What follows belongs to an exercise in optimizing a design on an open flow for small area and few clock cycles; a production flow would make more cautious choices.
At most, simulation tests tie the RTL to the original design; equivalence was not proved.

== old ==
==> flow/design.v <==
`timescale 1ns/10ps
module ELA(clk, rst, ready, in_data, data_rd, req, wen, addr, data_wr, done);
	input				clk;
	input				rst;
	input				ready;
	input		[7:0]	in_data;
	input		[7:0]	data_rd;
	output				req;
	output				wen;
	output		[12:0]	addr;
	output		[7:0]	data_wr;
	output				done;
reg				mode;
reg		[1:0]	ph;
reg		[6:0]	cnt;
reg		[4:0]	n;
reg				fin;
reg		[7:0]	UA, UB;			 
reg		[7:0]	R0, R1, R2, R3;	 
reg		[7:0]	best_q;			 
reg				best_c;
reg		[7:0]	best_v;			 
reg				eq;				 
reg		[10:0]	tot;			 
function [8:0] add8;			 
	input	[7:0]	a;
	input	[7:0]	b;
	input			ci;
	integer			k;
	reg				c;
	begin
		c = ci;
		for (k = 0; k < 8; k = k + 1) begin
			add8[k] = a[k] ^ b[k] ^ c;
			c = (a[k] & b[k]) | (c & (a[k] ^ b[k]));
		end
		add8[8] = c;
	end
endfunction
function [10:0] add11;			 
	input	[10:0]	a;
	input	[10:0]	b;
	input			ci;
	integer			k;
	reg				c;
	begin
		c = ci;
		for (k = 0; k < 11; k = k + 1) begin
			add11[k] = a[k] ^ b[k] ^ c;
			c = (a[k] & b[k]) | (c & (a[k] ^ b[k]));
		end
	end
endfunction
function [7:0] inc8;			 
	input	[7:0]	a;
	input			ci;
	integer			k;
	reg				c;
	begin
		c = ci;
		for (k = 0; k < 8; k = k + 1) begin
			inc8[k] = a[k] ^ c;
			c = a[k] & c;
		end
	end
endfunction
wire	[7:0]	cnt_i8 = inc8({1'b0, cnt}, 1'b1);
wire	[6:0]	cnt_inc = cnt_i8[6:0];
wire	[7:0]	row_i8 = inc8({3'b000, n}, ph[1]);
wire			cnt_hi = &cnt[6:1];
wire			cnt_last = cnt_hi & cnt[0];		 
wire			cnt_126 = cnt_hi & ~cnt[0];
wire			cnt_125 = (cnt == 7'd125);
wire			edge_x = (cnt == 7'd0) | cnt_last;
assign done    = mode & ph[1] & ph[0];
assign req     = ~mode & ph[1] & cnt_hi & (cnt[0] ^ ph[0]);
assign wen     = (ph != 2'd0) & ~done;
assign addr    = {row_i8[4:0], ph[0], ph[0] ? cnt : cnt_inc};
wire	[7:0]	opa = UA;
wire	[7:0]	opb = R0;
wire	[8:0]	t   = add8(opa, ~opb, 1'b0);
wire			c   = t[8];
wire	[7:0]	q   = t[7:0] ^ {8{~c}};
wire	[8:0]	s   = add8(opa, opb, 1'b0);
wire	[8:0]	y   = add8(q, ~best_q, c);
wire			y1s = &y[7:0];
wire			y0s = ~|y[7:0];
wire			lt  = best_c ? ~y[8] : (~y[8] & ~y1s);
wire			eqd = best_c ? (y[8] & y0s) : (~y[8] & y1s);
wire	[10:0]	ts  = add11(tot, {2'b00, s}, ph[0] & s[0]);
wire			tie = eq & eqd & ~edge_x;
wire	[7:0]	res = tie ? ts[10:3] : ((edge_x ? cnt[0] : lt) ? s[8:1] : best_v);
assign data_wr = ph[1] ? (mode ? R3 : in_data) : res;
always @(posedge clk) begin
	UA <= (ph == 2'd0) ? data_rd : UB;
	UB <= UA;
	R0 <= (ph == 2'd1) ? data_rd : R3;
	R1 <= R0;
	R2 <= R1;
	R3 <= R2;
end
always @(posedge clk) begin
	if (ph[1] || lt || eqd || edge_x) begin
		best_q <= q;
		best_c <= c;
		best_v <= s[8:1];
	end
	eq  <= eqd;
	tot <= ph[1] ? {3'b000, s[8:1]} : {ts[9:0], 1'b0};
end
always @(posedge clk or posedge rst) begin
	if (rst) begin
		mode <= 1'b0;
		ph   <= 2'd0;
		cnt  <= 7'd127;
		n    <= 5'd31;
		fin  <= 1'b0;
	end
	else if (!mode) begin
		case (ph)
		2'd0: if (ready) ph <= 2'd2;
		2'd2: begin
			if (cnt_126)
				ph <= 2'd3;
			else
				cnt <= cnt_inc;
		end
		2'd3: begin
			cnt <= cnt_inc;
			if (cnt_125) begin
				mode <= 1'b1;
				ph   <= 2'd1;
				n    <= row_i8[4:0];
				fin  <= 1'b1;
			end
		end
		default: ;
		endcase
	end
	else begin
		case (ph)
		2'd0: ph <= 2'd1;
		2'd1: begin
			if (fin && cnt_last) begin
				fin <= 1'b0;
				cnt <= 7'd126;
				if (n == 5'd30)
					ph <= 2'd3;
				else begin
					mode <= 1'b0;
					ph   <= 2'd3;
				end
			end
			else
				ph <= 2'd2;
		end
		2'd2: begin
			cnt <= cnt_inc;
			ph  <= (cnt_126 && !fin) ? 2'd1 : 2'd0;
			if (cnt_126)
				fin <= ~fin;
		end
		default: ;
		endcase
	end
end
endmodule
export LEC_CHECK = 0
export CAP_MARGIN = 20
export CORE_MARGIN = 2
export CORE_UTILIZATION = 40
export CTS_BUF_LIST = sky130_fd_sc_hd__clkbuf_8
export CTS_CLUSTER_DIAMETER = 500
export CTS_CLUSTER_SIZE = 100
export SLEW_MARGIN = 20
create_clock -name core_clock -period 10.0 [get_ports {clk}]
standard.sh (not shown) runs the stock make flow with config.mk's settings and CLKGATE_MAP_FILE= SYNTH_SCRIPT=/design/flow/synth_recipe.tcl, a recipe that flattens the netlist after the stock synthesis.
==> flow/flow/run.sh <==
#!/bin/bash
# The standard layout (the standard.sh, standard synthesis included) with
# two changes that only affect buffering:
#  - the port buffers use the smallest buffer cell instead of the one
#    buffer_ports picks by default;
#  - clock tree synthesis inserts no dummy loads.
# Each tool's output goes to orfs/logs; this script's own output goes to
# flow_standard.log.
set -euo pipefail
cd "$(dirname "$0")/.."
bash standard.sh \
  "BUFFER_PORTS_ARGS=-buffer_cell sky130_fd_sc_hd__buf_1" \
  "CTS_ARGS=-sink_clustering_enable -repair_clock_nets -dont_use_dummy_load -buf_list sky130_fd_sc_hd__clkbuf_8 -sink_clustering_size 100 -sink_clustering_max_diameter 500" \
  finish > flow_standard.log 2>&1
The following lists how new was set up differently from old:
--- a/flow/design.v
+++ b/flow/design.v
@@ -86,13 +86,13 @@
 wire			y1s = &y[7:0];
 wire			y0s = ~|y[7:0];
 wire			lt  = best_c ? ~y[8] : (~y[8] & ~y1s);
 wire			eqd = best_c ? (y[8] & y0s) : (~y[8] & y1s);
 wire	[10:0]	ts  = add11(tot, {2'b00, s}, ph[0] & s[0]);
 wire			tie = eq & eqd & ~edge_x;
-wire	[7:0]	res = tie ? ts[10:3] : ((edge_x ? cnt[0] : lt) ? s[8:1] : best_v);
+wire	[7:0]	res = tie ? ts[10:3] : ((~edge_x & lt) ? s[8:1] : best_v);
 assign data_wr = ph[1] ? (mode ? R3 : in_data) : res;
 always @(posedge clk) begin
 	UA <= (ph == 2'd0) ? data_rd : UB;
 	UB <= UA;
 	R0 <= (ph == 2'd1) ? data_rd : R3;
 	R1 <= R0;
@@ -153,13 +153,13 @@
 			end
 			else
 				ph <= 2'd2;
 		end
 		2'd2: begin
 			cnt <= cnt_inc;
-			ph  <= (cnt_126 && !fin) ? 2'd1 : 2'd0;
+			ph  <= 2'd0;
 			if (cnt_126)
 				fin <= ~fin;
 		end
 		default: ;
 		endcase
 	end
## What came out
Relative to old, sequential share of layout area has gone up in new. The lower final worst-path cycle share of old and new is in old. The higher setup slack came out of old. Multiplexer share of the synthesized area, old and new: lower on new. When new is measured against old, its fill cell total of the finished layout turns out 22 lower. Against old, die outline height in new fell slightly. Of old and new, new shows the lower global-route wire length before repair, with old above it. Per the comparison of new with old, routed wire length on met2 shows a reduction of 6.2%; initial cell density of the core shows an increase of 0.53 points; via count shows a reduction of 12; minimum hold slack shows an increase of 4.7 ps. For the core area, new came in 3.4% lower than old did. Between old and new, the flow reports cell area decreasing by a few percent.
Testbench counts of new, summed over its fixed seeds: cycles 258,016.
For old, only the layout was checked, not whether the RTL still works.

## static timing again, ports no longer ideal
Ports are ideal in the flow. The routed layouts listed here were re-timed in OpenROAD.
Step 1: set_driving_cell puts a clkbuf_16 on clk and a buf_2 on each other input, an assumption about the parent block.
Step 2 moves the port delays by t, midway between the first and last clock arrival at a register: inputs arrive t later, outputs are due t later. That takes back most of the time a late clock gives input paths.
Slacks: ideal ports / drivers / drivers and shift; pairs: ideal ports / drivers.
run | t, ns | setup slack, ns | cell pins on the clock port's net
old | 0.392 | 0.331 / 0.299 / 0.690 | 1
new | 0.388 | 0.256 / 0.224 / 0.612 | 1
After both steps setup and hold are still met in every run listed.
